This design comes from an exercise in tuning for small area, a short achievable clock period and few clock cycles on the open sky130 flow, not from production work. At most, simulation tests tie the RTL to the original design; equivalence was not proved. Function not checked in run 1: the RTL went through the layout flow alone.

<file path="flow/flow/run.sh">
#!/bin/bash
set -euo pipefail
bash standard.sh MATCH_CELL_FOOTPRINT=0 'BUFFER_PORTS_ARGS=-buffer_cell sky130_fd_sc_hd__buf_2' finish > standard.log 2>&1
</file>
<file path="flow/constraint.sdc">
create_clock -name core_clock -period 8.0 [get_ports {clk}]
set_input_delay 1.6000 -clock core_clock [delete_from_list [all_inputs] [get_ports {clk}]]
set_output_delay 1.6000 -clock core_clock [all_outputs]
set_load 0.01 [all_outputs]
</file>
<file path="flow/config.mk">
export PLATFORM = sky130hd
export DESIGN_NAME = goldschmidt_divider_q4_4
export DESIGN_NICKNAME = goldschmidt_divider_q4_4
export VERILOG_FILES = /design/flow/design.v
export SDC_FILE = /design/flow/constraint.sdc
export NUM_CORES = 4
export LEC_CHECK = 0
export ABC_AREA = 1
export CAP_MARGIN = 20
export CORE_MARGIN = 2
export CORE_UTILIZATION = 40
export SETUP_SLACK_MARGIN = 1.5
export SLEW_MARGIN = 20
</file>
<file path="flow/design.v">
module goldschmidt_divider_q4_4 (
    input  wire       clk,
    input  wire       rst_n,
    input  wire       start,
    input  wire [7:0] numerator,
    input  wire [7:0] denominator,
    output wire [7:0] quotient,
    output reg        valid,
    output reg        error
);
    reg busy;
    always @(posedge clk or negedge rst_n) begin
        if (!rst_n) begin
            busy  <= 1'b0;
            valid <= 1'b0;
        end else begin
            busy  <= start;
            valid <= busy;
        end
    end
    wire       sgn0 = numerator[7] ^ denominator[7];
    wire [7:0] nr0  = numerator[7]   ? -numerator   : numerator;
    wire [7:0] dr0  = denominator[7] ? -denominator : denominator;
    reg [2:0] p0, cls0;
    always @(*) begin
        casez (dr0)
            8'b1???????: begin p0 = 3'd7; cls0 = dr0[6:4]; end
            8'b01??????: begin p0 = 3'd6; cls0 = dr0[5:3]; end
            8'b001?????: begin p0 = 3'd5; cls0 = dr0[4:2]; end
            8'b0001????: begin p0 = 3'd4; cls0 = dr0[3:1]; end
            8'b00001???: begin p0 = 3'd3; cls0 = dr0[2:0]; end
            8'b000001??: begin p0 = 3'd2; cls0 = {dr0[1:0], 1'b0}; end
            8'b0000001?: begin p0 = 3'd1; cls0 = {dr0[0], 2'b0}; end
            default:     begin p0 = 3'd0; cls0 = 3'd0; end
        endcase
    end
    reg [4:0] bd0, bd1;
    reg [2:0] bd2;
    always @(*) begin
        case ({nr0[2:0], 1'b0})
            4'b0000:          bd0 = 5'b00000;
            4'b0010:          bd0 = 5'b00001;
            4'b0100:          bd0 = 5'b00010;
            4'b0110:          bd0 = 5'b00100;
            4'b1000:          bd0 = 5'b11000;
            4'b1010:          bd0 = 5'b10100;
            4'b1100:          bd0 = 5'b10010;
            default:          bd0 = 5'b10001;
        endcase
        case (nr0[5:2])
            4'b0000, 4'b1111: bd1 = 5'b00000;
            4'b0001, 4'b0010: bd1 = 5'b00001;
            4'b0011, 4'b0100: bd1 = 5'b00010;
            4'b0101, 4'b0110: bd1 = 5'b00100;
            4'b0111:          bd1 = 5'b01000;
            4'b1000:          bd1 = 5'b11000;
            4'b1001, 4'b1010: bd1 = 5'b10100;
            4'b1011, 4'b1100: bd1 = 5'b10010;
            default:          bd1 = 5'b10001;
        endcase
        bd2 = {1'b0, nr0[7] | (nr0[6] & nr0[5]), ~nr0[7] & (nr0[6] ^ nr0[5])};
    end
    wire [12:0] k1a0 = ({13{cls0 == 3'd0}} & 13'd7224) |
        ({13{cls0 == 3'd1}} & 13'd6783) |
        ({13{cls0 == 3'd2}} & 13'd6240) |
        ({13{cls0 == 3'd3}} & 13'd5840) |
        ({13{cls0 == 3'd4}} & 13'd5328) |
        ({13{cls0 == 3'd5}} & 13'd5004) |
        ({13{cls0 == 3'd6}} & 13'd4658) |
        ({13{cls0 == 3'd7}} & 13'd4369);
    wire [14:0] k3a0 = ({15{cls0 == 3'd0}} & 15'd21672) |
        ({15{cls0 == 3'd1}} & 15'd20349) |
        ({15{cls0 == 3'd2}} & 15'd18720) |
        ({15{cls0 == 3'd3}} & 15'd17520) |
        ({15{cls0 == 3'd4}} & 15'd15984) |
        ({15{cls0 == 3'd5}} & 15'd15012) |
        ({15{cls0 == 3'd6}} & 15'd13974) |
        ({15{cls0 == 3'd7}} & 15'd13107);
    wire [7:0] rom0;
    wire rom_n16, rom_n17, rom_n18, rom_n19, rom_n20, rom_n21, rom_n22,
    rom_n23, rom_n24, rom_n25, rom_n26, rom_n27, rom_n28, rom_n29, rom_n30,
    rom_n31, rom_n32, rom_n33, rom_n34, rom_n35, rom_n36, rom_n37, rom_n38,
    rom_n39, rom_n40, rom_n41, rom_n42, rom_n43, rom_n44, rom_n45, rom_n46,
    rom_n47, rom_n48, rom_n49, rom_n50, rom_n51, rom_n52, rom_n53, rom_n54,
    rom_n55, rom_n56, rom_n57, rom_n58, rom_n59, rom_n60, rom_n61, rom_n62,
    rom_n63, rom_n64, rom_n65, rom_n66, rom_n67, rom_n68, rom_n69, rom_n70,
    rom_n71, rom_n72, rom_n73, rom_n74, rom_n75, rom_n76, rom_n77, rom_n78,
    rom_n79, rom_n80, rom_n81, rom_n82, rom_n83, rom_n84, rom_n85, rom_n86,
    rom_n87, rom_n88, rom_n89, rom_n90, rom_n91, rom_n92, rom_n93, rom_n94,
    rom_n95, rom_n96, rom_n97, rom_n98, rom_n99, rom_n100, rom_n102,
    rom_n103, rom_n104, rom_n105, rom_n106, rom_n107, rom_n108, rom_n109,
    rom_n110, rom_n111, rom_n112, rom_n113, rom_n114, rom_n115, rom_n116,
    rom_n117, rom_n118, rom_n119, rom_n120, rom_n121, rom_n122, rom_n123,
    rom_n124, rom_n125, rom_n126, rom_n127, rom_n128, rom_n129, rom_n130,
    rom_n131, rom_n132, rom_n133, rom_n134, rom_n135, rom_n136, rom_n137,
    rom_n138, rom_n139, rom_n140, rom_n141, rom_n142, rom_n143, rom_n144,
    rom_n145, rom_n146, rom_n147, rom_n148, rom_n149, rom_n150, rom_n151,
    rom_n152, rom_n153, rom_n154, rom_n155, rom_n156, rom_n158, rom_n159,
    rom_n160, rom_n161, rom_n162, rom_n163, rom_n164, rom_n165, rom_n166,
    rom_n167, rom_n168, rom_n169, rom_n170, rom_n171, rom_n172, rom_n173,
    rom_n174, rom_n175, rom_n176, rom_n177, rom_n178, rom_n179, rom_n180,
    rom_n181, rom_n182, rom_n183, rom_n184, rom_n185, rom_n187, rom_n188,
    rom_n189, rom_n190, rom_n191, rom_n192, rom_n193, rom_n194, rom_n195,
    rom_n196, rom_n197, rom_n198, rom_n199, rom_n200, rom_n201, rom_n202,
    rom_n203, rom_n204, rom_n205, rom_n206, rom_n207, rom_n208, rom_n209,
    rom_n210, rom_n211, rom_n212, rom_n213, rom_n214, rom_n215, rom_n216,
    rom_n217, rom_n218, rom_n219, rom_n220, rom_n221, rom_n222, rom_n223,
    rom_n224, rom_n225, rom_n226, rom_n227, rom_n228, rom_n230, rom_n231,
    rom_n232, rom_n233, rom_n234, rom_n235, rom_n236, rom_n237, rom_n238,
    rom_n239, rom_n240, rom_n241, rom_n242, rom_n243, rom_n244, rom_n245,
    rom_n246, rom_n247, rom_n248, rom_n249, rom_n251, rom_n252, rom_n253,
    rom_n254, rom_n255, rom_n256, rom_n257, rom_n258, rom_n259, rom_n260,
    rom_n261, rom_n262, rom_n263, rom_n264, rom_n265, rom_n266, rom_n267,
    rom_n269, rom_n270, rom_n271, rom_n272, rom_n273, rom_n274, rom_n275,
    rom_n276, rom_n277, rom_n278, rom_n279, rom_n280, rom_n281, rom_n282,
    rom_n283, rom_n284, rom_n285, rom_n286, rom_n287, rom_n288, rom_n289,
    rom_n290, rom_n291, rom_n293, rom_n294, rom_n295, rom_n296, rom_n297,
    rom_n298, rom_n299, rom_n300, rom_n301, rom_n302, rom_n303, rom_n304,
    rom_n305, rom_n306, rom_n307, rom_n308, rom_n309, rom_n310, rom_n311,
    rom_n312, rom_n313, rom_n314;
    assign rom_n16 = nr0[1] & nr0[4];
    assign rom_n17 = ~nr0[6] & ~rom_n16;
    assign rom_n18 = nr0[6] & rom_n16;
    assign rom_n19 = nr0[5] & ~nr0[6];
    assign rom_n20 = ~nr0[5] & nr0[6];
    assign rom_n21 = ~rom_n19 & ~rom_n20;
    assign rom_n22 = ~rom_n18 & rom_n21;
    assign rom_n23 = ~rom_n17 & rom_n22;
    assign rom_n24 = nr0[2] & rom_n20;
    assign rom_n25 = ~nr0[1] & ~nr0[4];
    assign rom_n26 = nr0[5] & rom_n25;
    assign rom_n27 = ~rom_n24 & ~rom_n26;
    assign rom_n28 = ~rom_n23 & rom_n27;
    assign rom_n29 = nr0[3] & ~rom_n28;
    assign rom_n30 = ~nr0[2] & rom_n20;
    assign rom_n31 = nr0[1] & ~nr0[2];
    assign rom_n32 = rom_n19 & ~rom_n31;
    assign rom_n33 = ~rom_n30 & ~rom_n32;
    assign rom_n34 = nr0[3] & nr0[6];
    assign rom_n35 = ~rom_n16 & rom_n34;
    assign rom_n36 = rom_n16 & rom_n20;
    assign rom_n37 = ~rom_n35 & ~rom_n36;
    assign rom_n38 = ~rom_n16 & ~rom_n20;
    assign rom_n39 = rom_n37 & ~rom_n38;
    assign rom_n40 = ~rom_n33 & rom_n39;
    assign rom_n41 = nr0[1] & ~nr0[6];
    assign rom_n42 = ~nr0[3] & ~rom_n19;
    assign rom_n43 = ~rom_n16 & rom_n42;
    assign rom_n44 = rom_n41 & rom_n43;
    assign rom_n45 = ~nr0[3] & nr0[4];
    assign rom_n46 = nr0[5] & rom_n45;
    assign rom_n47 = ~nr0[1] & ~nr0[2];
    assign rom_n48 = nr0[5] & nr0[6];
    assign rom_n49 = rom_n47 & rom_n48;
    assign rom_n50 = ~rom_n46 & rom_n49;
    assign rom_n51 = nr0[1] & nr0[2];
    assign rom_n52 = ~nr0[3] & ~nr0[6];
    assign rom_n53 = nr0[4] & rom_n52;
    assign rom_n54 = ~rom_n51 & rom_n53;
    assign rom_n55 = rom_n46 & ~rom_n47;
    assign rom_n56 = ~rom_n54 & ~rom_n55;
    assign rom_n57 = ~rom_n50 & rom_n56;
    assign rom_n58 = ~rom_n44 & rom_n57;
    assign rom_n59 = ~rom_n40 & rom_n58;
    assign rom_n60 = ~rom_n29 & rom_n59;
    assign rom_n61 = ~nr0[0] & nr0[1];
    assign rom_n62 = ~nr0[0] & nr0[4];
    assign rom_n63 = ~rom_n19 & rom_n62;
    assign rom_n64 = ~rom_n61 & ~rom_n63;
    assign rom_n65 = ~rom_n18 & ~rom_n64;
    assign rom_n66 = nr0[1] & ~rom_n62;
    assign rom_n67 = ~rom_n20 & ~rom_n41;
    assign rom_n68 = ~rom_n66 & rom_n67;
    assign rom_n69 = nr0[0] & ~nr0[3];
    assign rom_n70 = ~rom_n21 & rom_n69;
    assign rom_n71 = nr0[3] & ~nr0[4];
    assign rom_n72 = rom_n20 & rom_n71;
    assign rom_n73 = ~nr0[0] & ~nr0[5];
    assign rom_n74 = nr0[3] & rom_n73;
    assign rom_n75 = ~rom_n72 & ~rom_n74;
    assign rom_n76 = ~rom_n70 & rom_n75;
    assign rom_n77 = ~rom_n68 & rom_n76;
    assign rom_n78 = nr0[2] & ~rom_n77;
    assign rom_n79 = rom_n19 & rom_n71;
    assign rom_n80 = nr0[0] & nr0[4];
    assign rom_n81 = ~rom_n19 & rom_n80;
    assign rom_n82 = ~nr0[1] & ~rom_n45;
    assign rom_n83 = ~rom_n81 & rom_n82;
    assign rom_n84 = ~rom_n79 & rom_n83;
    assign rom_n85 = rom_n78 & ~rom_n84;
    assign rom_n86 = ~rom_n65 & ~rom_n85;
    assign rom_n87 = nr0[0] & ~nr0[6];
    assign rom_n88 = ~rom_n86 & ~rom_n87;
    assign rom_n89 = ~rom_n60 & rom_n88;
    assign rom_n90 = ~nr0[6] & rom_n85;
    assign rom_n91 = nr0[0] & rom_n60;
    assign rom_n92 = ~rom_n90 & rom_n91;
    assign rom_n93 = ~rom_n89 & ~rom_n92;
    assign rom_n94 = nr0[2] & rom_n19;
    assign rom_n95 = ~rom_n20 & ~rom_n94;
    assign rom_n96 = ~rom_n34 & ~rom_n52;
    assign rom_n97 = ~nr0[2] & rom_n96;
    assign rom_n98 = rom_n95 & ~rom_n97;
    assign rom_n99 = ~nr0[0] & rom_n25;
    assign rom_n100 = ~rom_n98 & rom_n99;
    assign rom0[0] = ~rom_n93 | rom_n100;
    assign rom_n102 = ~rom_n16 & ~rom_n25;
    assign rom_n103 = nr0[5] & rom_n80;
    assign rom_n104 = ~nr0[6] & ~rom_n103;
    assign rom_n105 = rom_n102 & rom_n104;
    assign rom_n106 = ~rom_n85 & rom_n105;
    assign rom_n107 = ~rom_n20 & ~rom_n106;
    assign rom_n108 = ~rom_n93 & rom_n107;
    assign rom_n109 = nr0[4] & ~rom_n108;
    assign rom_n110 = rom_n19 & rom_n47;
    assign rom_n111 = nr0[2] & nr0[6];
    assign rom_n112 = ~rom_n20 & ~rom_n111;
    assign rom_n113 = nr0[1] & ~nr0[5];
    assign rom_n114 = ~rom_n112 & ~rom_n113;
    assign rom_n115 = ~rom_n110 & ~rom_n114;
    assign rom_n116 = rom_n69 & ~rom_n115;
    assign rom_n117 = ~nr0[2] & ~nr0[5];
    assign rom_n118 = nr0[0] & ~nr0[1];
    assign rom_n119 = ~rom_n61 & ~rom_n118;
    assign rom_n120 = rom_n117 & rom_n119;
    assign rom_n121 = rom_n34 & ~rom_n118;
    assign rom_n122 = rom_n112 & rom_n121;
    assign rom_n123 = ~rom_n120 & ~rom_n122;
    assign rom_n124 = ~nr0[3] & rom_n61;
    assign rom_n125 = rom_n20 & rom_n124;
    assign rom_n126 = rom_n51 & rom_n74;
    assign rom_n127 = ~rom_n125 & ~rom_n126;
    assign rom_n128 = rom_n123 & rom_n127;
    assign rom_n129 = ~nr0[3] & rom_n118;
    assign rom_n130 = ~rom_n61 & rom_n94;
    assign rom_n131 = ~rom_n129 & rom_n130;
    assign rom_n132 = ~nr0[0] & nr0[5];
    assign rom_n133 = rom_n31 & rom_n132;
    assign rom_n134 = nr0[2] & rom_n118;
    assign rom_n135 = rom_n21 & rom_n134;
    assign rom_n136 = ~rom_n133 & ~rom_n135;
    assign rom_n137 = ~rom_n131 & rom_n136;
    assign rom_n138 = rom_n128 & rom_n137;
    assign rom_n139 = ~rom_n116 & rom_n138;
    assign rom_n140 = rom_n109 & rom_n139;
    assign rom_n141 = ~nr0[1] & nr0[4];
    assign rom_n142 = nr0[4] & ~nr0[5];
    assign rom_n143 = ~rom_n45 & ~rom_n142;
    assign rom_n144 = rom_n141 & rom_n143;
    assign rom_n145 = rom_n87 & rom_n144;
    assign rom_n146 = rom_n37 & ~rom_n145;
    assign rom_n147 = rom_n16 & ~rom_n78;
    assign rom_n148 = ~rom_n146 & ~rom_n147;
    assign rom_n149 = ~nr0[0] & ~rom_n37;
    assign rom_n150 = ~nr0[2] & ~rom_n149;
    assign rom_n151 = ~rom_n148 & ~rom_n150;
    assign rom_n152 = ~nr0[3] & ~nr0[5];
    assign rom_n153 = ~rom_n151 & rom_n152;
    assign rom_n154 = ~rom_n108 & rom_n153;
    assign rom_n155 = ~rom_n109 & ~rom_n139;
    assign rom_n156 = ~rom_n154 & ~rom_n155;
    assign rom0[1] = ~rom_n140 & rom_n156;
    assign rom_n158 = ~nr0[3] & rom_n25;
    assign rom_n159 = rom_n132 & rom_n158;
    assign rom_n160 = nr0[3] & rom_n25;
    assign rom_n161 = rom_n21 & rom_n160;
    assign rom_n162 = rom_n20 & rom_n118;
    assign rom_n163 = ~rom_n161 & ~rom_n162;
    assign rom_n164 = ~rom_n159 & rom_n163;
    assign rom_n165 = ~rom_n145 & rom_n164;
    assign rom_n166 = ~nr0[2] & ~rom_n165;
    assign rom_n167 = rom_n17 & ~rom_n46;
    assign rom_n168 = ~rom_n96 & ~rom_n167;
    assign rom_n169 = ~nr0[5] & ~nr0[6];
    assign rom_n170 = rom_n158 & rom_n169;
    assign rom_n171 = ~rom_n168 & ~rom_n170;
    assign rom_n172 = rom_n98 & rom_n142;
    assign rom_n173 = rom_n171 & rom_n172;
    assign rom_n174 = ~rom_n85 & ~rom_n173;
    assign rom_n175 = ~rom_n166 & rom_n174;
    assign rom_n176 = ~rom_n51 & rom0[1];
    assign rom_n177 = ~nr0[2] & rom_n25;
    assign rom_n178 = ~rom_n24 & ~rom_n177;
    assign rom_n179 = rom_n43 & rom_n178;
    assign rom_n180 = ~rom_n176 & rom_n179;
    assign rom_n181 = rom_n175 & ~rom_n180;
    assign rom_n182 = rom_n19 & rom_n31;
    assign rom_n183 = ~rom_n155 & rom_n182;
    assign rom_n184 = rom_n30 & rom_n62;
    assign rom_n185 = ~rom_n183 & ~rom_n184;
    assign rom0[2] = ~rom_n181 | ~rom_n185;
    assign rom_n187 = rom_n20 & ~rom_n181;
    assign rom_n188 = rom_n45 & ~rom_n168;
    assign rom_n189 = ~nr0[2] & ~rom_n80;
    assign rom_n190 = rom_n119 & rom_n189;
    assign rom_n191 = nr0[2] & nr0[4];
    assign rom_n192 = ~nr0[5] & ~rom_n191;
    assign rom_n193 = ~rom_n190 & ~rom_n192;
    assign rom_n194 = ~nr0[3] & nr0[6];
    assign rom_n195 = ~nr0[4] & ~rom_n194;
    assign rom_n196 = ~rom_n160 & rom_n195;
    assign rom_n197 = rom_n193 & rom_n196;
    assign rom_n198 = ~rom_n188 & ~rom_n197;
    assign rom_n199 = nr0[6] & rom_n193;
    assign rom_n200 = nr0[3] & ~rom_n199;
    assign rom_n201 = nr0[5] & rom_n66;
    assign rom_n202 = rom_n104 & ~rom_n201;
    assign rom_n203 = ~rom_n85 & ~rom_n202;
    assign rom_n204 = ~nr0[1] & rom_n73;
    assign rom_n205 = ~nr0[0] & rom_n85;
    assign rom_n206 = ~rom_n204 & ~rom_n205;
    assign rom_n207 = ~rom_n203 & rom_n206;
    assign rom_n208 = rom_n200 & ~rom_n207;
    assign rom_n209 = ~rom_n198 & ~rom_n208;
    assign rom_n210 = nr0[4] & rom_n33;
    assign rom_n211 = nr0[3] & ~rom_n210;
    assign rom_n212 = ~rom_n197 & rom_n211;
    assign rom_n213 = ~rom_n166 & rom_n212;
    assign rom_n214 = ~rom_n209 & ~rom_n213;
    assign rom_n215 = ~rom_n187 & rom_n214;
    assign rom_n216 = rom_n30 & rom_n45;
    assign rom_n217 = ~nr0[0] & ~rom_n72;
    assign rom_n218 = ~rom_n216 & rom_n217;
    assign rom_n219 = ~rom_n215 & ~rom_n218;
    assign rom_n220 = rom_n42 & ~rom_n195;
    assign rom_n221 = rom0[0] & rom_n220;
    assign rom_n222 = ~nr0[0] & ~rom_n221;
    assign rom_n223 = rom_n215 & rom_n222;
    assign rom_n224 = ~rom_n219 & ~rom_n223;
    assign rom_n225 = rom_n16 & ~rom_n21;
    assign rom_n226 = nr0[0] & ~rom_n38;
    assign rom_n227 = ~rom_n225 & rom_n226;
    assign rom_n228 = ~rom_n214 & rom_n227;
    assign rom0[3] = rom_n224 | rom_n228;
    assign rom_n230 = nr0[2] & ~nr0[4];
    assign rom_n231 = ~rom_n151 & ~rom_n230;
    assign rom_n232 = nr0[0] & rom_n48;
    assign rom_n233 = ~nr0[6] & ~rom_n71;
    assign rom_n234 = ~rom_n141 & rom_n233;
    assign rom_n235 = ~rom_n232 & ~rom_n234;
    assign rom_n236 = ~rom_n131 & ~rom_n235;
    assign rom_n237 = ~rom_n224 & rom_n236;
    assign rom_n238 = ~rom_n166 & ~rom_n224;
    assign rom_n239 = ~rom_n52 & ~rom_n113;
    assign rom_n240 = rom_n102 & rom_n239;
    assign rom_n241 = rom_n171 & ~rom_n240;
    assign rom_n242 = ~rom_n238 & rom_n241;
    assign rom_n243 = ~rom_n237 & ~rom_n242;
    assign rom_n244 = ~rom_n231 & ~rom_n243;
    assign rom_n245 = ~nr0[2] & nr0[4];
    assign rom_n246 = ~rom_n146 & rom_n245;
    assign rom_n247 = ~rom0[1] & rom_n246;
    assign rom_n248 = rom_n231 & ~rom_n247;
    assign rom_n249 = rom_n243 & rom_n248;
    assign rom0[4] = rom_n244 | rom_n249;
    assign rom_n251 = rom_n169 & rom_n177;
    assign rom_n252 = ~rom_n111 & ~rom_n251;
    assign rom_n253 = ~nr0[0] & ~rom_n252;
    assign rom_n254 = rom_n52 & rom_n189;
    assign rom_n255 = ~nr0[5] & rom_n158;
    assign rom_n256 = ~rom_n144 & ~rom_n255;
    assign rom_n257 = ~rom_n254 & rom_n256;
    assign rom_n258 = ~rom_n253 & ~rom_n257;
    assign rom_n259 = nr0[5] & ~rom_n102;
    assign rom_n260 = ~rom_n80 & ~rom_n259;
    assign rom_n261 = rom0[1] & ~rom_n260;
    assign rom_n262 = ~rom_n192 & rom_n194;
    assign rom_n263 = ~rom_n261 & rom_n262;
    assign rom_n264 = ~rom_n173 & ~rom_n208;
    assign rom_n265 = ~rom_n263 & rom_n264;
    assign rom_n266 = nr0[4] & rom_n204;
    assign rom_n267 = ~rom_n265 & ~rom_n266;
    assign rom0[5] = rom_n258 | rom_n267;
    assign rom_n269 = nr0[0] & nr0[2];
    assign rom_n270 = ~nr0[0] & ~nr0[2];
    assign rom_n271 = rom_n20 & ~rom_n270;
    assign rom_n272 = ~rom_n269 & rom_n271;
    assign rom_n273 = rom_n16 & ~rom_n272;
    assign rom_n274 = ~rom_n237 & rom_n273;
    assign rom_n275 = ~nr0[1] & nr0[5];
    assign rom_n276 = ~rom_n191 & rom_n275;
    assign rom_n277 = ~rom_n93 & rom_n276;
    assign rom_n278 = rom_n21 & ~rom_n117;
    assign rom_n279 = ~rom_n69 & ~rom_n278;
    assign rom_n280 = rom_n69 & rom_n95;
    assign rom_n281 = rom_n25 & ~rom_n280;
    assign rom_n282 = ~rom_n279 & rom_n281;
    assign rom_n283 = ~rom_n277 & ~rom_n282;
    assign rom_n284 = ~rom_n274 & rom_n283;
    assign rom_n285 = ~rom_n200 & ~rom_n284;
    assign rom_n286 = nr0[1] & ~rom_n142;
    assign rom_n287 = nr0[6] & ~rom_n286;
    assign rom_n288 = ~rom_n20 & rom_n286;
    assign rom_n289 = ~rom_n287 & ~rom_n288;
    assign rom_n290 = ~rom_n265 & rom_n289;
    assign rom_n291 = ~rom_n106 & ~rom_n290;
    assign rom0[6] = rom_n285 | ~rom_n291;
    assign rom_n293 = ~nr0[1] & rom_n175;
    assign rom_n294 = nr0[0] & ~rom_n293;
    assign rom_n295 = rom_n175 & rom_n200;
    assign rom_n296 = ~rom_n294 & ~rom_n295;
    assign rom_n297 = ~rom_n277 & rom_n296;
    assign rom_n298 = rom_n106 & rom_n208;
    assign rom_n299 = ~nr0[1] & rom_n34;
    assign rom_n300 = rom_n143 & ~rom_n299;
    assign rom_n301 = nr0[2] & ~rom_n45;
    assign rom_n302 = ~rom_n300 & ~rom_n301;
    assign rom_n303 = ~rom_n72 & ~rom_n302;
    assign rom_n304 = ~rom_n298 & rom_n303;
    assign rom_n305 = ~rom_n297 & rom_n304;
    assign rom_n306 = nr0[1] & rom_n34;
    assign rom_n307 = ~rom_n141 & ~rom_n306;
    assign rom_n308 = rom0[2] & rom_n307;
    assign rom_n309 = ~nr0[0] & ~rom_n308;
    assign rom_n310 = ~rom_n305 & ~rom_n309;
    assign rom_n311 = rom_n47 & rom_n52;
    assign rom_n312 = rom_n300 & ~rom_n311;
    assign rom_n313 = ~rom_n208 & rom_n312;
    assign rom_n314 = rom_n309 & rom_n313;
    assign rom0[7] = rom_n310 | rom_n314;
    wire dz0   = (denominator == 8'd0);
    wire eq0   = (nr0 == dr0);
    wire d160  = (dr0 == 8'h10) & nr0[7];
    wire d1280 = (denominator == 8'h80);
    reg [7:0] spec0;
    always @(*) begin
        if (dz0)       spec0 = 8'h00;
        else if (eq0)  spec0 = 8'h10;
        else if (d160) spec0 = 8'h80;
        else           spec0 = rom0;
    end
    wire       bsa0 = bd0[4], bsa1 = bd1[4];
    wire [4:1] bma0 = bd0[3:0], bma1 = bd1[3:0];
    wire [4:1] bma2 = {2'b00, bd2[1:0]};
    wire ppa0_0 = (bsa0 ^ ((bma0[1] & k1a0[0]) | (bma0[3] & k3a0[0])));
    wire ppa0_1 = (bsa0 ^ ((bma0[1] & k1a0[1]) | (bma0[2] & k1a0[0]) | (bma0[3] & k3a0[1])));
    wire ppa0_2 = (bsa0 ^ ((bma0[1] & k1a0[2]) | (bma0[2] & k1a0[1]) | (bma0[3] & k3a0[2]) | (bma0[4] & k1a0[0])));
    wire ppa0_3 = (bsa0 ^ ((bma0[1] & k1a0[3]) | (bma0[2] & k1a0[2]) | (bma0[3] & k3a0[3]) | (bma0[4] & k1a0[1])));
    wire ppa0_4 = (bsa0 ^ ((bma0[1] & k1a0[4]) | (bma0[2] & k1a0[3]) | (bma0[3] & k3a0[4]) | (bma0[4] & k1a0[2])));
    wire ppa0_5 = (bsa0 ^ ((bma0[1] & k1a0[5]) | (bma0[2] & k1a0[4]) | (bma0[3] & k3a0[5]) | (bma0[4] & k1a0[3])));
    wire ppa0_6 = (bsa0 ^ ((bma0[1] & k1a0[6]) | (bma0[2] & k1a0[5]) | (bma0[3] & k3a0[6]) | (bma0[4] & k1a0[4])));
    wire ppa0_7 = (bsa0 ^ ((bma0[1] & k1a0[7]) | (bma0[2] & k1a0[6]) | (bma0[3] & k3a0[7]) | (bma0[4] & k1a0[5])));
    wire ppa0_8 = (bsa0 ^ ((bma0[1] & k1a0[8]) | (bma0[2] & k1a0[7]) | (bma0[3] & k3a0[8]) | (bma0[4] & k1a0[6])));
    wire ppa0_9 = (bsa0 ^ ((bma0[1] & k1a0[9]) | (bma0[2] & k1a0[8]) | (bma0[3] & k3a0[9]) | (bma0[4] & k1a0[7])));
    wire ppa0_10 = (bsa0 ^ ((bma0[1] & k1a0[10]) | (bma0[2] & k1a0[9]) | (bma0[3] & k3a0[10]) | (bma0[4] & k1a0[8])));
    wire ppa0_11 = (bsa0 ^ ((bma0[1] & k1a0[11]) | (bma0[2] & k1a0[10]) | (bma0[3] & k3a0[11]) | (bma0[4] & k1a0[9])));
    wire ppa0_12 = (bsa0 ^ ((bma0[1] & k1a0[12]) | (bma0[2] & k1a0[11]) | (bma0[3] & k3a0[12]) | (bma0[4] & k1a0[10])));
    wire ppa0_13 = (bsa0 ^ ((bma0[2] & k1a0[12]) | (bma0[3] & k3a0[13]) | (bma0[4] & k1a0[11])));
    wire ppa0_14 = (bsa0 ^ ((bma0[3] & k3a0[14]) | (bma0[4] & k1a0[12])));
    wire [14:0] ppa0 = {ppa0_14, ppa0_13, ppa0_12, ppa0_11, ppa0_10, ppa0_9, ppa0_8, ppa0_7, ppa0_6, ppa0_5, ppa0_4, ppa0_3, ppa0_2, ppa0_1, ppa0_0};
    wire ppa1_0 = (bsa1 ^ ((bma1[1] & k1a0[0]) | (bma1[3] & k3a0[0])));
    wire ppa1_1 = (bsa1 ^ ((bma1[1] & k1a0[1]) | (bma1[2] & k1a0[0]) | (bma1[3] & k3a0[1])));
    wire ppa1_2 = (bsa1 ^ ((bma1[1] & k1a0[2]) | (bma1[2] & k1a0[1]) | (bma1[3] & k3a0[2]) | (bma1[4] & k1a0[0])));
    wire ppa1_3 = (bsa1 ^ ((bma1[1] & k1a0[3]) | (bma1[2] & k1a0[2]) | (bma1[3] & k3a0[3]) | (bma1[4] & k1a0[1])));
    wire ppa1_4 = (bsa1 ^ ((bma1[1] & k1a0[4]) | (bma1[2] & k1a0[3]) | (bma1[3] & k3a0[4]) | (bma1[4] & k1a0[2])));
    wire ppa1_5 = (bsa1 ^ ((bma1[1] & k1a0[5]) | (bma1[2] & k1a0[4]) | (bma1[3] & k3a0[5]) | (bma1[4] & k1a0[3])));
    wire ppa1_6 = (bsa1 ^ ((bma1[1] & k1a0[6]) | (bma1[2] & k1a0[5]) | (bma1[3] & k3a0[6]) | (bma1[4] & k1a0[4])));
    wire ppa1_7 = (bsa1 ^ ((bma1[1] & k1a0[7]) | (bma1[2] & k1a0[6]) | (bma1[3] & k3a0[7]) | (bma1[4] & k1a0[5])));
    wire ppa1_8 = (bsa1 ^ ((bma1[1] & k1a0[8]) | (bma1[2] & k1a0[7]) | (bma1[3] & k3a0[8]) | (bma1[4] & k1a0[6])));
    wire ppa1_9 = (bsa1 ^ ((bma1[1] & k1a0[9]) | (bma1[2] & k1a0[8]) | (bma1[3] & k3a0[9]) | (bma1[4] & k1a0[7])));
    wire ppa1_10 = (bsa1 ^ ((bma1[1] & k1a0[10]) | (bma1[2] & k1a0[9]) | (bma1[3] & k3a0[10]) | (bma1[4] & k1a0[8])));
    wire ppa1_11 = (bsa1 ^ ((bma1[1] & k1a0[11]) | (bma1[2] & k1a0[10]) | (bma1[3] & k3a0[11]) | (bma1[4] & k1a0[9])));
    wire ppa1_12 = (bsa1 ^ ((bma1[1] & k1a0[12]) | (bma1[2] & k1a0[11]) | (bma1[3] & k3a0[12]) | (bma1[4] & k1a0[10])));
    wire ppa1_13 = (bsa1 ^ ((bma1[2] & k1a0[12]) | (bma1[3] & k3a0[13]) | (bma1[4] & k1a0[11])));
    wire ppa1_14 = (bsa1 ^ ((bma1[3] & k3a0[14]) | (bma1[4] & k1a0[12])));
    wire [14:0] ppa1 = {ppa1_14, ppa1_13, ppa1_12, ppa1_11, ppa1_10, ppa1_9, ppa1_8, ppa1_7, ppa1_6, ppa1_5, ppa1_4, ppa1_3, ppa1_2, ppa1_1, ppa1_0};
    wire ppa2_0 = ((bma2[1] & k1a0[0]));
    wire ppa2_1 = ((bma2[1] & k1a0[1]) | (bma2[2] & k1a0[0]));
    wire ppa2_2 = ((bma2[1] & k1a0[2]) | (bma2[2] & k1a0[1]));
    wire ppa2_3 = ((bma2[1] & k1a0[3]) | (bma2[2] & k1a0[2]));
    wire ppa2_4 = ((bma2[1] & k1a0[4]) | (bma2[2] & k1a0[3]));
    wire ppa2_5 = ((bma2[1] & k1a0[5]) | (bma2[2] & k1a0[4]));
    wire ppa2_6 = ((bma2[1] & k1a0[6]) | (bma2[2] & k1a0[5]));
    wire ppa2_7 = ((bma2[1] & k1a0[7]) | (bma2[2] & k1a0[6]));
    wire ppa2_8 = ((bma2[1] & k1a0[8]) | (bma2[2] & k1a0[7]));
    wire ppa2_9 = ((bma2[1] & k1a0[9]) | (bma2[2] & k1a0[8]));
    wire ppa2_10 = ((bma2[1] & k1a0[10]) | (bma2[2] & k1a0[9]));
    wire ppa2_11 = ((bma2[1] & k1a0[11]) | (bma2[2] & k1a0[10]));
    wire ppa2_12 = ((bma2[1] & k1a0[12]) | (bma2[2] & k1a0[11]));
    wire ppa2_13 = ((bma2[2] & k1a0[12]));
    wire [13:0] ppa2 = {ppa2_13, ppa2_12, ppa2_11, ppa2_10, ppa2_9, ppa2_8, ppa2_7, ppa2_6, ppa2_5, ppa2_4, ppa2_3, ppa2_2, ppa2_1, ppa2_0};
    reg [14:0] pp0, pp1;
    reg [13:0] pp2;
    reg        bs0, bs1;
    reg [2:0]  pa, cls;
    reg        sgna, dza, usespa;
    reg [7:0]  speca;
    always @(posedge clk) begin
        pp0    <= ppa0;
        pp1    <= ppa1;
        pp2    <= ppa2;
        bs0    <= bsa0;
        bs1    <= bsa1;
        pa     <= p0;
        cls    <= cls0;
        sgna   <= sgn0;
        dza    <= dz0;
        usespa <= dz0 | eq0 | d160 | d1280;
        speca  <= spec0;
    end
    wire m1_1;
    wire m1_2;
    wire m1_3;
    wire m1_4;
    wire m1_5;
    wire m1_6;
    wire m1_7;
    wire m1_8;
    wire m1_9;
    wire m1_10;
    wire m1_11;
    wire m1_12;
    wire m1_13;
    wire m1_14;
    wire m1_15;
    wire m1_16;
    wire m1_17;
    wire m1_18;
    wire m1_19;
    wire m1_20;
    wire m1_21;
    wire m1_22;
    wire m1_23;
    wire m1_24;
    wire m1_25;
    wire m1_26;
    wire m1_27;
    wire m1_28;
    wire m1_29;
    wire m1_30;
    wire m1_31;
    wire m1_32;
    wire m1_33;
    wire m1_34;
    assign m1_1 = bs1 ^ pp0[3];
    assign m1_2 = bs1 & pp0[3];
    assign m1_3 = pp0[4] ^ pp1[1];
    assign m1_4 = pp0[4] & pp1[1];
    assign m1_5 = pp0[5] ^ pp1[2];
    assign m1_6 = pp0[5] & pp1[2];
    assign m1_7 = pp0[6] ^ pp1[3] ^ pp2[0];
    assign m1_8 = (pp0[6] & pp1[3]) | (pp0[6] & pp2[0]) | (pp1[3] & pp2[0]);
    assign m1_9 = pp0[7] ^ pp1[4] ^ pp2[1];
    assign m1_10 = (pp0[7] & pp1[4]) | (pp0[7] & pp2[1]) | (pp1[4] & pp2[1]);
    assign m1_11 = pp0[8] ^ pp1[5] ^ pp2[2];
    assign m1_12 = (pp0[8] & pp1[5]) | (pp0[8] & pp2[2]) | (pp1[5] & pp2[2]);
    assign m1_13 = pp0[9] ^ pp1[6] ^ pp2[3];
    assign m1_14 = (pp0[9] & pp1[6]) | (pp0[9] & pp2[3]) | (pp1[6] & pp2[3]);
    assign m1_15 = pp0[10] ^ pp1[7] ^ pp2[4];
    assign m1_16 = (pp0[10] & pp1[7]) | (pp0[10] & pp2[4]) | (pp1[7] & pp2[4]);
    assign m1_17 = pp0[11] ^ pp1[8] ^ pp2[5];
    assign m1_18 = (pp0[11] & pp1[8]) | (pp0[11] & pp2[5]) | (pp1[8] & pp2[5]);
    assign m1_19 = pp0[12] ^ pp1[9] ^ pp2[6];
    assign m1_20 = (pp0[12] & pp1[9]) | (pp0[12] & pp2[6]) | (pp1[9] & pp2[6]);
    assign m1_21 = pp0[13] ^ pp1[10] ^ pp2[7];
    assign m1_22 = (pp0[13] & pp1[10]) | (pp0[13] & pp2[7]) | (pp1[10] & pp2[7]);
    assign m1_23 = pp0[14] ^ pp1[11] ^ pp2[8];
    assign m1_24 = (pp0[14] & pp1[11]) | (pp0[14] & pp2[8]) | (pp1[11] & pp2[8]);
    assign m1_25 = bs0 ^ pp1[12] ^ pp2[9];
    assign m1_26 = (bs0 & pp1[12]) | (bs0 & pp2[9]) | (pp1[12] & pp2[9]);
    assign m1_27 = bs0 ^ pp1[13] ^ pp2[10];
    assign m1_28 = (bs0 & pp1[13]) | (bs0 & pp2[10]) | (pp1[13] & pp2[10]);
    assign m1_29 = bs0 ^ pp1[14] ^ pp2[11];
    assign m1_30 = (bs0 & pp1[14]) | (bs0 & pp2[11]) | (pp1[14] & pp2[11]);
    assign m1_31 = ~bs0 ^ ~bs1 ^ pp2[12];
    assign m1_32 = (~bs0 & ~bs1) | (~bs0 & pp2[12]) | (~bs1 & pp2[12]);
    assign m1_33 = 1'b1 ^ pp2[13];
    assign m1_34 = 1'b1 & pp2[13];
    wire [19:0] x_a = {m1_33, m1_31, m1_29, m1_27, m1_25, m1_23, m1_21, m1_19, m1_17, m1_15, m1_13, m1_11, m1_9, m1_7, m1_5, m1_3, m1_1, pp0[2], pp0[1], bs0};
    wire [19:0] x_b = {m1_32, m1_30, m1_28, m1_26, m1_24, m1_22, m1_20, m1_18, m1_16, m1_14, m1_12, m1_10, m1_8, m1_6, m1_4, m1_2, pp1[0], 1'b0, 1'b0, pp0[0]};
    wire [19:0] x  = x_a + x_b;
    wire [11:0] n2 = x[19:8];
    wire [1:0] s3 = ({2{cls == 3'd1}} & 2'd1) |
        ({2{cls == 3'd2}} & 2'd2) |
        ({2{cls == 3'd3}} & 2'd2) |
        ({2{cls == 3'd4}} & 2'd2) |
        ({2{cls == 3'd5}} & 2'd2) |
        ({2{cls == 3'd6}} & 2'd2) |
        ({2{cls == 3'd7}} & 2'd2);
    wire [1:0] es = ({2{cls == 3'd0}} & 2'd1) |
        ({2{cls == 3'd2}} & 2'd2) |
        ({2{cls == 3'd4}} & 2'd1);
    wire [2:0] e1 = ({3{cls == 3'd0}} & 3'd1) |
        ({3{cls == 3'd1}} & 3'd4) |
        ({3{cls == 3'd2}} & 3'd7) |
        ({3{cls == 3'd3}} & 3'd2) |
        ({3{cls == 3'd4}} & 3'd1) |
        ({3{cls == 3'd7}} & 3'd1);
    wire [2:0] e2 = ({3{cls == 3'd0}} & 3'd4) |
        ({3{cls == 3'd1}} & 3'd1) |
        ({3{cls == 3'd3}} & 3'd1) |
        ({3{cls == 3'd4}} & 3'd2) |
        ({3{cls == 3'd5}} & 3'd1) |
        ({3{cls == 3'd6}} & 3'd1);
    wire [19:0] c2 = ({20{cls == 3'd0}} & 20'd1040385) |
        ({20{cls == 3'd2}} & 20'd1015812) |
        ({20{cls == 3'd4}} & 20'd1040385);
    wire es_0 = es[0], es_1 = es[1];
    wire e1_0 = e1[0], e1_1 = e1[1], e1_2 = e1[2];
    wire e2_0 = e2[0], e2_1 = e2[1], e2_2 = e2[2];
    wire m2_1;
    wire m2_2;
    wire m2_3;
    wire m2_4;
    wire m2_5;
    wire m2_6;
    wire m2_7;
    wire m2_8;
    wire m2_9;
    wire m2_10;
    wire m2_11;
    wire m2_12;
    wire m2_13;
    wire m2_14;
    wire m2_15;
    wire m2_16;
    wire m2_17;
    wire m2_18;
    wire m2_19;
    wire m2_20;
    wire m2_21;
    wire m2_22;
    wire m2_23;
    wire m2_24;
    wire m2_25;
    wire m2_26;
    wire m2_27;
    wire m2_28;
    wire m2_29;
    wire m2_30;
    wire m2_31;
    wire m2_32;
    wire m2_33;
    wire m2_34;
    wire m2_35;
    wire m2_36;
    wire m2_37;
    wire m2_38;
    wire m2_39;
    wire m2_40;
    wire m2_41;
    wire m2_42;
    wire m2_43;
    wire m2_44;
    wire m2_45;
    wire m2_46;
    wire m2_47;
    wire m2_48;
    wire m2_49;
    wire m2_50;
    wire m2_51;
    wire m2_52;
    wire m2_53;
    wire m2_54;
    assign m2_1 = n2[0] ^ (es_0 ^ ((e1_0 & n2[8]) | (e2_0 & n2[7])));
    assign m2_2 = n2[0] & (es_0 ^ ((e1_0 & n2[8]) | (e2_0 & n2[7])));
    assign m2_3 = n2[1] ^ (es_0 ^ ((e1_0 & n2[9]) | (e2_0 & n2[8]))) ^ (es_1 ^ ((e1_1 & n2[7]) | (e2_1 & n2[6])));
    assign m2_4 = (n2[1] & (es_0 ^ ((e1_0 & n2[9]) | (e2_0 & n2[8])))) | (n2[1] & (es_1 ^ ((e1_1 & n2[7]) | (e2_1 & n2[6])))) | ((es_0 ^ ((e1_0 & n2[9]) | (e2_0 & n2[8]))) & (es_1 ^ ((e1_1 & n2[7]) | (e2_1 & n2[6]))));
    assign m2_5 = n2[2] ^ (es_0 ^ ((e1_0 & n2[10]) | (e2_0 & n2[9]))) ^ (es_1 ^ ((e1_1 & n2[8]) | (e2_1 & n2[7])));
    assign m2_6 = (n2[2] & (es_0 ^ ((e1_0 & n2[10]) | (e2_0 & n2[9])))) | (n2[2] & (es_1 ^ ((e1_1 & n2[8]) | (e2_1 & n2[7])))) | ((es_0 ^ ((e1_0 & n2[10]) | (e2_0 & n2[9]))) & (es_1 ^ ((e1_1 & n2[8]) | (e2_1 & n2[7]))));
    assign m2_7 = n2[3] ^ (es_0 ^ ((e1_0 & n2[11]) | (e2_0 & n2[10]))) ^ (es_1 ^ ((e1_1 & n2[9]) | (e2_1 & n2[8])));
    assign m2_8 = (n2[3] & (es_0 ^ ((e1_0 & n2[11]) | (e2_0 & n2[10])))) | (n2[3] & (es_1 ^ ((e1_1 & n2[9]) | (e2_1 & n2[8])))) | ((es_0 ^ ((e1_0 & n2[11]) | (e2_0 & n2[10]))) & (es_1 ^ ((e1_1 & n2[9]) | (e2_1 & n2[8]))));
    assign m2_9 = n2[4] ^ (es_0 ^ ((e2_0 & n2[11]))) ^ (es_1 ^ ((e1_1 & n2[10]) | (e2_1 & n2[9])));
    assign m2_10 = (n2[4] & (es_0 ^ ((e2_0 & n2[11])))) | (n2[4] & (es_1 ^ ((e1_1 & n2[10]) | (e2_1 & n2[9])))) | ((es_0 ^ ((e2_0 & n2[11]))) & (es_1 ^ ((e1_1 & n2[10]) | (e2_1 & n2[9]))));
    assign m2_11 = n2[5] ^ c2[13] ^ (es_1 ^ ((e1_1 & n2[11]) | (e2_1 & n2[10])));
    assign m2_12 = (n2[5] & c2[13]) | (n2[5] & (es_1 ^ ((e1_1 & n2[11]) | (e2_1 & n2[10])))) | (c2[13] & (es_1 ^ ((e1_1 & n2[11]) | (e2_1 & n2[10]))));
    assign m2_13 = n2[6] ^ c2[14] ^ (es_1 ^ ((e2_1 & n2[11])));
    assign m2_14 = (n2[6] & c2[14]) | (n2[6] & (es_1 ^ ((e2_1 & n2[11])))) | (c2[14] & (es_1 ^ ((e2_1 & n2[11]))));
    assign m2_15 = n2[7] ^ c2[15];
    assign m2_16 = n2[7] & c2[15];
    assign m2_17 = n2[8] ^ c2[16];
    assign m2_18 = n2[8] & c2[16];
    assign m2_19 = c2[2] ^ (es_0 ^ ((e1_0 & n2[2]) | (e2_0 & n2[1])));
    assign m2_20 = c2[2] & (es_0 ^ ((e1_0 & n2[2]) | (e2_0 & n2[1])));
    assign m2_21 = (es_0 ^ ((e1_0 & n2[3]) | (e2_0 & n2[2]))) ^ (es_1 ^ ((e1_1 & n2[1]) | (e2_1 & n2[0])));
    assign m2_22 = (es_0 ^ ((e1_0 & n2[3]) | (e2_0 & n2[2]))) & (es_1 ^ ((e1_1 & n2[1]) | (e2_1 & n2[0])));
    assign m2_23 = (es_0 ^ ((e1_0 & n2[4]) | (e2_0 & n2[3]))) ^ (es_1 ^ ((e1_1 & n2[2]) | (e2_1 & n2[1]))) ^ ((e1_2 & n2[0]));
    assign m2_24 = ((es_0 ^ ((e1_0 & n2[4]) | (e2_0 & n2[3]))) & (es_1 ^ ((e1_1 & n2[2]) | (e2_1 & n2[1])))) | ((es_0 ^ ((e1_0 & n2[4]) | (e2_0 & n2[3]))) & ((e1_2 & n2[0]))) | ((es_1 ^ ((e1_1 & n2[2]) | (e2_1 & n2[1]))) & ((e1_2 & n2[0])));
    assign m2_25 = (es_0 ^ ((e1_0 & n2[5]) | (e2_0 & n2[4]))) ^ (es_1 ^ ((e1_1 & n2[3]) | (e2_1 & n2[2]))) ^ ((e1_2 & n2[1]) | (e2_2 & n2[0]));
    assign m2_26 = ((es_0 ^ ((e1_0 & n2[5]) | (e2_0 & n2[4]))) & (es_1 ^ ((e1_1 & n2[3]) | (e2_1 & n2[2])))) | ((es_0 ^ ((e1_0 & n2[5]) | (e2_0 & n2[4]))) & ((e1_2 & n2[1]) | (e2_2 & n2[0]))) | ((es_1 ^ ((e1_1 & n2[3]) | (e2_1 & n2[2]))) & ((e1_2 & n2[1]) | (e2_2 & n2[0])));
    assign m2_27 = (es_0 ^ ((e1_0 & n2[6]) | (e2_0 & n2[5]))) ^ (es_1 ^ ((e1_1 & n2[4]) | (e2_1 & n2[3]))) ^ ((e1_2 & n2[2]) | (e2_2 & n2[1]));
    assign m2_28 = ((es_0 ^ ((e1_0 & n2[6]) | (e2_0 & n2[5]))) & (es_1 ^ ((e1_1 & n2[4]) | (e2_1 & n2[3])))) | ((es_0 ^ ((e1_0 & n2[6]) | (e2_0 & n2[5]))) & ((e1_2 & n2[2]) | (e2_2 & n2[1]))) | ((es_1 ^ ((e1_1 & n2[4]) | (e2_1 & n2[3]))) & ((e1_2 & n2[2]) | (e2_2 & n2[1])));
    assign m2_29 = (es_0 ^ ((e1_0 & n2[7]) | (e2_0 & n2[6]))) ^ (es_1 ^ ((e1_1 & n2[5]) | (e2_1 & n2[4]))) ^ ((e1_2 & n2[3]) | (e2_2 & n2[2]));
    assign m2_30 = ((es_0 ^ ((e1_0 & n2[7]) | (e2_0 & n2[6]))) & (es_1 ^ ((e1_1 & n2[5]) | (e2_1 & n2[4])))) | ((es_0 ^ ((e1_0 & n2[7]) | (e2_0 & n2[6]))) & ((e1_2 & n2[3]) | (e2_2 & n2[2]))) | ((es_1 ^ ((e1_1 & n2[5]) | (e2_1 & n2[4]))) & ((e1_2 & n2[3]) | (e2_2 & n2[2])));
    assign m2_31 = (es_1 ^ ((e1_1 & n2[6]) | (e2_1 & n2[5]))) ^ ((e1_2 & n2[4]) | (e2_2 & n2[3])) ^ m2_1;
    assign m2_32 = ((es_1 ^ ((e1_1 & n2[6]) | (e2_1 & n2[5]))) & ((e1_2 & n2[4]) | (e2_2 & n2[3]))) | ((es_1 ^ ((e1_1 & n2[6]) | (e2_1 & n2[5]))) & m2_1) | (((e1_2 & n2[4]) | (e2_2 & n2[3])) & m2_1);
    assign m2_33 = ((e1_2 & n2[5]) | (e2_2 & n2[4])) ^ m2_2 ^ m2_3;
    assign m2_34 = (((e1_2 & n2[5]) | (e2_2 & n2[4])) & m2_2) | (((e1_2 & n2[5]) | (e2_2 & n2[4])) & m2_3) | (m2_2 & m2_3);
    assign m2_35 = ((e1_2 & n2[6]) | (e2_2 & n2[5])) ^ m2_4 ^ m2_5;
    assign m2_36 = (((e1_2 & n2[6]) | (e2_2 & n2[5])) & m2_4) | (((e1_2 & n2[6]) | (e2_2 & n2[5])) & m2_5) | (m2_4 & m2_5);
    assign m2_37 = ((e1_2 & n2[7]) | (e2_2 & n2[6])) ^ m2_6 ^ m2_7;
    assign m2_38 = (((e1_2 & n2[7]) | (e2_2 & n2[6])) & m2_6) | (((e1_2 & n2[7]) | (e2_2 & n2[6])) & m2_7) | (m2_6 & m2_7);
    assign m2_39 = ((e1_2 & n2[8]) | (e2_2 & n2[7])) ^ m2_8 ^ m2_9;
    assign m2_40 = (((e1_2 & n2[8]) | (e2_2 & n2[7])) & m2_8) | (((e1_2 & n2[8]) | (e2_2 & n2[7])) & m2_9) | (m2_8 & m2_9);
    assign m2_41 = ((e1_2 & n2[9]) | (e2_2 & n2[8])) ^ m2_10 ^ m2_11;
    assign m2_42 = (((e1_2 & n2[9]) | (e2_2 & n2[8])) & m2_10) | (((e1_2 & n2[9]) | (e2_2 & n2[8])) & m2_11) | (m2_10 & m2_11);
    assign m2_43 = ((e1_2 & n2[10]) | (e2_2 & n2[9])) ^ m2_12 ^ m2_13;
    assign m2_44 = (((e1_2 & n2[10]) | (e2_2 & n2[9])) & m2_12) | (((e1_2 & n2[10]) | (e2_2 & n2[9])) & m2_13) | (m2_12 & m2_13);
    assign m2_45 = m2_15 ^ ((e1_2 & n2[11]) | (e2_2 & n2[10])) ^ m2_14;
    assign m2_46 = (m2_15 & ((e1_2 & n2[11]) | (e2_2 & n2[10]))) | (m2_15 & m2_14) | (((e1_2 & n2[11]) | (e2_2 & n2[10])) & m2_14);
    assign m2_47 = m2_16 ^ m2_17 ^ ((e2_2 & n2[11]));
    assign m2_48 = (m2_16 & m2_17) | (m2_16 & ((e2_2 & n2[11]))) | (m2_17 & ((e2_2 & n2[11])));
    assign m2_49 = n2[9] ^ c2[17] ^ m2_18;
    assign m2_50 = (n2[9] & c2[17]) | (n2[9] & m2_18) | (c2[17] & m2_18);
    assign m2_51 = n2[10] ^ c2[18];
    assign m2_52 = n2[10] & c2[18];
    assign m2_53 = n2[11] ^ c2[19];
    assign m2_54 = n2[11] & c2[19];
    wire [19:0] y_a = {m2_53, m2_51, m2_49, m2_47, m2_45, m2_43, m2_41, m2_39, m2_37, m2_35, m2_33, m2_31, m2_29, m2_27, m2_25, m2_23, m2_21, m2_19, (es_0 ^ ((e1_0 & n2[1]) | (e2_0 & n2[0]))), c2[0]};
    wire [19:0] y_b = {m2_52, m2_50, m2_48, m2_46, m2_44, m2_42, m2_40, m2_38, m2_36, m2_34, m2_32, m2_30, m2_28, m2_26, m2_24, m2_22, m2_20, (es_1 ^ ((e1_1 & n2[0]))), 1'b0, (es_0 ^ ((e1_0 & n2[0])))};
    wire [14:0] ylo = {1'b0, y_a[13:0]} + {1'b0, y_b[13:0]};
    reg [5:0]  yha, yhb;
    reg [5:0]  n3lo;
    reg        cy, sg;
    reg [2:0]  pb;
    reg [1:0]  sb;
    always @(posedge clk) begin
        {yha, n3lo} <= usespa ? {3'd0, speca, 1'b0} : {y_a[19:14], ylo[13:8]};
        yhb   <= usespa ? 6'd0 : y_b[19:14];
        cy    <= ~usespa & ylo[14];
        pb    <= usespa ? 3'd0 : pa;
        sb    <= usespa ? 2'd3 : s3;
        sg    <= sgna;
        error <= dza;
    end
    wire [6:0]  n3c = {yha, 1'b1} + {yhb, cy};    
    wire [11:0] n3  = {n3c[6:1], n3lo};
    wire [5:0]  n3s = (sb == 2'd0) ? n3[11:6] :
                      (sb == 2'd1) ? {1'b0, n3[11:7]} :
                      (sb == 2'd2) ? {2'b0, n3[11:8]} : 6'd0;
    wire [12:0] n4  = {1'b0, n3} + {7'd0, n3s};
    wire [6:0]  ph = 7'd1 << pb;
    wire [8:0]  t = ({9{ph[0]}} & n4[8:0])  | ({9{ph[1]}} & n4[9:1])  |
                    ({9{ph[2]}} & n4[10:2]) | ({9{ph[3]}} & n4[11:3]) |
                    ({9{ph[4]}} & n4[12:4]) | ({9{ph[5]}} & {1'b0, n4[12:5]}) |
                    ({9{ph[6]}} & {2'b0, n4[12:6]});
    assign quotient = (t[8:1] ^ {8{sg}}) + {7'd0, t[0] ^ sg};
endmodule
</file>
<file path="flow/standard.sh">
#!/bin/bash
# synth_recipe.tcl (not shown) runs the flow's synth.tcl, then flattens the netlist and writes it again
# the make line also repeats each setting of config.mk as NAME=value (left out here)
make -C /OpenROAD-flow-scripts/flow DESIGN_CONFIG=/design/flow/config.mk WORK_HOME=/design/flow/orfs CLKGATE_MAP_FILE= SYNTH_SCRIPT=/design/flow/synth_recipe.tcl "${@:-finish}"
</file>
==> implementation parameters, run 1 <==
Parameter                              Value

STA
  Sum Neg Setup Slack    0 ns
  Post-layout minimum cycle time    between 6 and 7 ns
  Final hold slack    about 0.33 ns
  Worst max-slew margin expressed relative to the limit    approximately a fifth
  Setup violators final    0
  Fmax    about 0.16 GHz
  Setup clock skew after layout    0.008781 ns
  Final Max Tran Viols    0
  Hold violation total from the final report    0
  Final cycle utilization of the critical path    approximately four fifths
  Worst slew pin tran    approximately 1.2 ns
  RSZ-0062 raised after global routing    yes

Die
  Floorplan die height    155.3 um
  Ports    29
  Floorplan Core Area    approximately 0.023 mm^2
  Die span in x    155.3 um
  Initial core utilization    40.58%
  Std cell rows    55
  Overall die area    roughly 0.024 mm^2

Yosys
  Yosys Warn Count    1
  Sequential cell area fraction in the yosys report    between 15 and 20%
  Synth cell types    64
  Dominant register cell in the synthesized netlist    sky130_fd_sc_hd__dfxtp_1
  Cell count after synthesis    1,310
  Number of nets in the synthesized netlist    1,421
  Post-synth EDFFs    0
  Fraction of registers with async set/reset    2.198%
  Flip-flop and latch count after synthesis    91
  Post-synth design cell area    slightly above 0.009 mm^2
  Mapped Avg Cell Area    6.992 um^2

Critical path
  Critical path data arrival time    approximately 4.8 ns
  Critical-path cell with the highest stage delay    sky130_fd_sc_hd__fa_2
  CP max stage delay    0.39 ns
  Critical Setup Path Class    reg -> out
  Type of element capturing the critical path    output port
  CP startpoint kind    flip-flop
  Crit path top cell by count    sky130_fd_sc_hd__buf_4
  CP required    6.40 ns
  Largest fanout on the critical path    4

Global route
  Number of global-route vias before repair    8,486
  Largest net degree at the start of global routing    21
  Total global-route track usage    20.82%
  Initial antenna violation count    0
  Total congestion overflow    0
  Wire length of the first global-routing pass    41.32 mm

Placement
  Post-detail-place hpwl    19.48 mm
  IO buf count    28
  Cell area after placement    between 0.009 and 0.01 mm^2
  Final RePlAce weighted congestion    0.9737
  Cell total after placement    ~1,600

Drt
  Amount of wire on met2 after detailed routing    between 10 and 15 mm
  DRT Pass-1 Iters    5
  Sum of routed wire segments on met1    11.22 mm
  Top Metal Used    met4
  Final routed DRC violation total    0
  Number of routed nets with antenna violations    0
  Wire length after detailed routing    ~25 mm
  Count of routing violations after the opening detailed-route iteration    711
  Vias/cell    5.385
  Vias    8,750
  Routed WL per cell    between 15 and 20 um
  Routed length on met3    1.046 mm

Clock tree
  Clock-pin slew on the worst setup and hold paths    0.06 ns
  CTS tree    done
  Maximum buffer depth of the clock tree    2
  Clock insertion delay at the later pin of the skew report    0.35 ns
  TritonCTS sink count    91
  Number of buffers added by the clock tree synthesis step    9
  CTS Root Buffer Type    sky130_fd_sc_hd__clkbuf_16
  Post-CTS Hold Buffers    0
  # H-tree levels    3

Final layout
  # fillers    about 2,300
  Commonest cells after routing, fill and taps aside    sky130_fd_sc_hd__nand2_1, sky130_fd_sc_hd__inv_1, sky130_fd_sc_hd__nor2_1
  Final instance count without filler cells    1,625
  Area overhead of the layout relative to synthesis    11.75%
  Layout Nets    approximately 1,400
  Total non-filler cell area in the finished layout    0.01024 mm^2
  Fraction of layout instances using a drive strength above 1    17.31%
  Count of inserted antenna diode cells    0
  Most common cell after layout, fill and taps aside    sky130_fd_sc_hd__nand2_1

Flow run
  Max Cap Violations    0

Min path
  Hold/Removal Path Class    reg -> reg

Outcome
  Result of the run    finished clean
==> area by class of cell <==
cell class              instances  area [um^2]  share of cell area, %
well taps                     285        356.6                  3.484
repair buffers                 47        282.8                  2.762
inverters                     222        848.3                  8.287
flip-flops and latches         91         1834                  17.92
multi-input cells             964         6633                  64.80
clock inverters                 7        56.30                 0.5501
clock buffers                   9        225.2                  2.200
==> synth_stat cells (18+ instances only) <==
cell                        n  share of area (%)
sky130_fd_sc_hd__o22ai_1   52                3.6
sky130_fd_sc_hd__inv_1    176                7.2
sky130_fd_sc_hd__ha_1      58                7.9
sky130_fd_sc_hd__nor3_1    18               0.98
sky130_fd_sc_hd__nor2_1   109                4.5
sky130_fd_sc_hd__xor2_1    76                7.3
sky130_fd_sc_hd__inv_2     37                1.5
sky130_fd_sc_hd__nand2_1  233                9.5
sky130_fd_sc_hd__o21ai_1   21                1.1
sky130_fd_sc_hd__fa_1      34                7.4
sky130_fd_sc_hd__nand3_1   55                3.0
sky130_fd_sc_hd__o21ai_0   60                3.3
sky130_fd_sc_hd__dfxtp_1   89                 19
sky130_fd_sc_hd__a21oi_1   76                4.2
==> metal layers <==
metal	global-route usage, %	vias to the layer above
met4	6.946	0
met5	0	-
met2	35.36	243
met1	27.45	4054
met3	2.563	48
li1	-	4405
==> stage by stage <==
step	worst slack [ns]	util (%)
finish	1.648	45.35
global route	1.337	45.35
CTS	1.515	44.07
detailed placement	1.441	42.11
global placement	1.723	42.08
floorplan	2.128	-
==> timing repair <==
item	in CTS	in global routing
cloned	0	0
buffers inserted	9	7
hold endpoints to repair	0	0
resized for setup	15	59
setup endpoints to repair	7	9
pin swaps	8	31
==> logic make-up (layout without fill, tap and decap cells) <==
group,after synthesis,in the layout,synth area share (%)
AO/OA/AOI/OAI,286,286,19.10
XOR/XNOR,88,88,8.496
adder cells (fa/ha/maj),92,92,15.35
buffers and inverters,255,285,11.23
flip-flops,91,91,20.00
AND/OR/NAND/NOR,498,498,25.83
==> sequential cells by signal, summed over array words and instances, names as in the netlist, 2 cells and up <==
name   count
pp0       15
pp1       15
pp2       14
speca      8
n3lo       6
yha        6
yhb        6
cls        3
pa         3
pb         3
sb         2
==> final timing paths <==
kind / start / endpoint / slack [ns] / depth (start not counted)
worst max-delay path: yha[0] / quotient[6] / 1.65 / 26
worst min-delay path: dza / error / 0.33 / 0
worst max register to register: pp0[6] / n3lo[4] / 2.27 / 40
worst min register to register: dza / error / 0.33 / 0
max in group asynchronous: rst_n / busy / 6.88 / 1
min in group asynchronous: rst_n / valid / 1.02 / 1
==> critical path: cells and delay by family (launching register included) <==
family / cells / cell delay, ns
AND/OR/NAND/NOR: 7 / 0.92
AO/OA/AOI/OAI: 7 / 0.86
adder cells (fa/ha/maj): 2 / 0.74
XOR/XNOR: 4 / 0.79
buffers and inverters: 6 / 0.74
flip-flops: 1 / 0.33
==> inputs of run 2 (changes only) <==
--- a/flow/design.v
+++ b/flow/design.v
@@ -710,6 +710,5 @@
     wire [19:0] y_b = {m2_52, m2_50, m2_48, m2_46, m2_44, m2_42, m2_40, m2_38, m2_36, m2_34, m2_32, m2_30, m2_28, m2_26, m2_24, m2_22, m2_20, (es_1 ^ ((e1_1 & n2[0]))), 1'b0, (es_0 ^ ((e1_0 & n2[0])))};
-    wire [14:0] ylo = {1'b0, y_a[13:0]} + {1'b0, y_b[13:0]};
-    reg [5:0]  yha, yhb;
-    reg [5:0]  n3lo;
-    reg        cy, sg;
+    wire [19:0] y  = y_a + y_b;
+    reg [11:0] n3;
+    reg        sg;
     reg [2:0]  pb;
@@ -717,5 +716,3 @@
     always @(posedge clk) begin
-        {yha, n3lo} <= usespa ? {3'd0, speca, 1'b0} : {y_a[19:14], ylo[13:8]};
-        yhb   <= usespa ? 6'd0 : y_b[19:14];
-        cy    <= ~usespa & ylo[14];
+        n3    <= usespa ? {3'd0, speca, 1'b0} : y[19:8];
         pb    <= usespa ? 3'd0 : pa;
@@ -725,4 +722,2 @@
     end
-    wire [6:0]  n3c = {yha, 1'b1} + {yhb, cy};    
-    wire [11:0] n3  = {n3c[6:1], n3lo};
     wire [5:0]  n3s = (sb == 2'd0) ? n3[11:6] :
--- a/flow/config.mk
+++ b/flow/config.mk
@@ -10,4 +10,4 @@
 export CORE_MARGIN = 2
-export CORE_UTILIZATION = 40
-export SETUP_SLACK_MARGIN = 1.5
+export CORE_UTILIZATION = 55
+export SETUP_SLACK_MARGIN = 1.0
 export SLEW_MARGIN = 20
==> run 2 against run 1 <==
Against the previous run: still clean on timing, DRC and antenna; core utilization rose by 14 points; clock skew fell by 0.00095 ns; wire length barely moved; cell area fell by 4.7%; sequential share of layout area fell by 0.57 points; largest cell class unchanged.
==> implementation parameters, run 2 <==
Parameter                              Value

Outcome
  Result of the run    finished clean

Yosys
  Synth cell types    59 (-7.8%)
  Cell count after synthesis    1,358 (+3.7%)
  Dominant register cell in the synthesized netlist    sky130_fd_sc_hd__dfxtp_1
  Yosys Warn Count    1 (unchanged)
  Main area contributors after synthesis    sky130_fd_sc_hd__dfxtp_1, sky130_fd_sc_hd__nand2_1, sky130_fd_sc_hd__ha_1, sky130_fd_sc_hd__inv_1, sky130_fd_sc_hd__fa_1
  Flip-flop and latch count after synthesis    84 (-7.7%)
  Fraction of registers with async set/reset    2.381% (+0.18 points)
  Sequential cell area fraction in the yosys report    18.59% (-1.4 points)
  Most numerous cell types in the synthesized netlist    sky130_fd_sc_hd__nand2_1, sky130_fd_sc_hd__inv_1, sky130_fd_sc_hd__nor2_1

Critical path
  Critical path data arrival time    6.40 ns (+1.65 ns)
  Slack of the worst reg-to-reg path    1.82 ns (-0.45 ns)
  CP required    8.23 ns (+1.83 ns)
  Critical Setup Path Class    reg -> reg
  Reg-to-Reg End    n3[8]
  Cell count of the worst reg-to-reg path    40 (unchanged)

Final layout
  Count of inserted antenna diode cells    0 (unchanged)
  # fillers    1,630 (-30%)
  Fraction of layout instances using a drive strength above 1    9.572% (-7.7 points)

STA
  Worst slew pin tran    1.062 ns (-0.1117 ns)
  Post-layout minimum cycle time    6.178 ns (-0.1742 ns)

Min path
  Worst-case hold path end point    sg
  Launch instance of the worst min-delay path    sgna

Flow run
  Max Cap Violations    0 (unchanged)

Drt
  DRT Pass-1 Iters    5 (unchanged)
  Final routed DRC violation total    0 (unchanged)
  Routed WL per cell    15.43 um (+1.7%)
  Vias/cell    5.702 (+5.9%)
  Vias    9,118 (+4.2%)

Clock tree
  Maximum buffer depth of the clock tree    2 (unchanged)
  TritonCTS sink count    84 (-7.7%)
  Post-CTS Hold Buffers    0 (unchanged)
  Count of buffers added by post-CTS timing repair for setup    0 (-9)
  CTS Root Buffer Type    sky130_fd_sc_hd__clkbuf_16

Placement
  Final RePlAce weighted congestion    0.9710 (-0.28%)
  Cell area after placement    0.009422 mm^2 (-0.88%)
  Post-detail-place hpwl    19.63 mm (+0.80%)
  IO buf count    28 (unchanged)

Die
  Initial core utilization    55.65% (+15 points)
  Std cell rows    47 (-15%)
  Die span in x    132.6 um (-15%)
  Ports    29 (unchanged)

Global route
  Total congestion overflow    0 (unchanged)
  Largest net degree at the start of global routing    21 (unchanged)
-- run 2: cell count changes after synthesis, sizes merged, moves of 8 or more --
cell   change
or2       +10
nand3     +11
nand2     +28
inv        +9
o21ai      +8
-- run 2: kinds of logic (layout without fill, tap and decap cells) --
logic type	after synthesis	in the layout	share of synthesized area [%]
flip-flops	84	84	18.59
AND/OR/NAND/NOR	540	540	26.24
adder cells (fa/ha/maj)	93	93	15.51
AO/OA/AOI/OAI	301	301	20.59
XOR/XNOR	83	83	8.156
buffers and inverters	257	278	10.91
-- run 2: layout make-up --
type / instances / area, um^2 / share of cell area (%)
multi-input combinational: 1017 / 6417 / 65.81
timing repair buffer: 31 / 162.7 / 1.668
tap: 220 / 275.3 / 2.823
clock inverter: 7 / 105.1 / 1.078
inverter: 231 / 874.6 / 8.968
sequential: 84 / 1692 / 17.35
clock buffer: 9 / 225.2 / 2.309
-- run 2: layer usage --
metal | GRT usage [%] | part of all wire (%) | vias to the layer above
met2 | 45.48 | 45 | 360
li1 | - | - | 4558
met3 | 4.138 | 6.3 | 56
met4 | 8.841 | 2.4 | 0
met5 | 0 | 0 | -
met1 | 38.78 | 46 | 4144
-- run 2: through the flow --
stage          utilization [%]  setup slack [ns]
2_1_floorplan                -             2.460
3_3_place_gp             57.63             2.071
3_5_place_dp             57.63             1.893
4_1_cts                  59.65             1.873
5_1_grt                  59.65             1.217
6_report                 59.65             1.823
-- run 2: worst max-delay path by stage --
stage	slack [ns]	depth (start not counted)	from	to
2_1_floorplan	2.46	38	pp0[4]	n3[6]
3_3_place_gp	2.07	40	pp0[5]	n3[8]
3_5_place_dp	1.89	40	pp0[4]	n3[8]
4_1_cts	1.87	40	pp0[4]	n3[8]
5_1_grt	1.22	40	pp0[4]	n3[8]
6_report	1.82	40	pp0[4]	n3[8]
-- run 2: worst max-delay path, delay by kind of cell, from the launching register on --
kind | cells | cell delay [ns]
AND/OR/NAND/NOR | 22 | 2.33
adder cells (fa/ha/maj) | 5 | 1.94
AO/OA/AOI/OAI | 7 | 0.79
XOR/XNOR | 2 | 0.52
flip-flops | 1 | 0.31
buffers and inverters | 4 | 0.21
Testbench counts of run 2, summed over its fixed seeds: cycles 32,000.

-- separate check: timing with driven ports --
No port has a modelled driver above. Below, the same layouts with a new extraction and two added sets of constraints. Step 1 sets driving cells, clkbuf_16 on the clock port and buf_2 on the other inputs (assumed; they add their load-dependent delay and slew). Step 2 also shifts input and output timing later by t, the mid clock arrival at the registers, as if the neighbouring blocks saw the same clock. Three values: no drivers, after step 1, after step 2; two values: the first two.
run	t (ns)	setup WS [ns]	pins driven straight from the clock port
run 1	0.386	1.648 / 1.608 / 1.968	1
run 2	0.378	1.823 / 1.823 / 1.823	1
After both steps setup and hold are still met in every run listed.
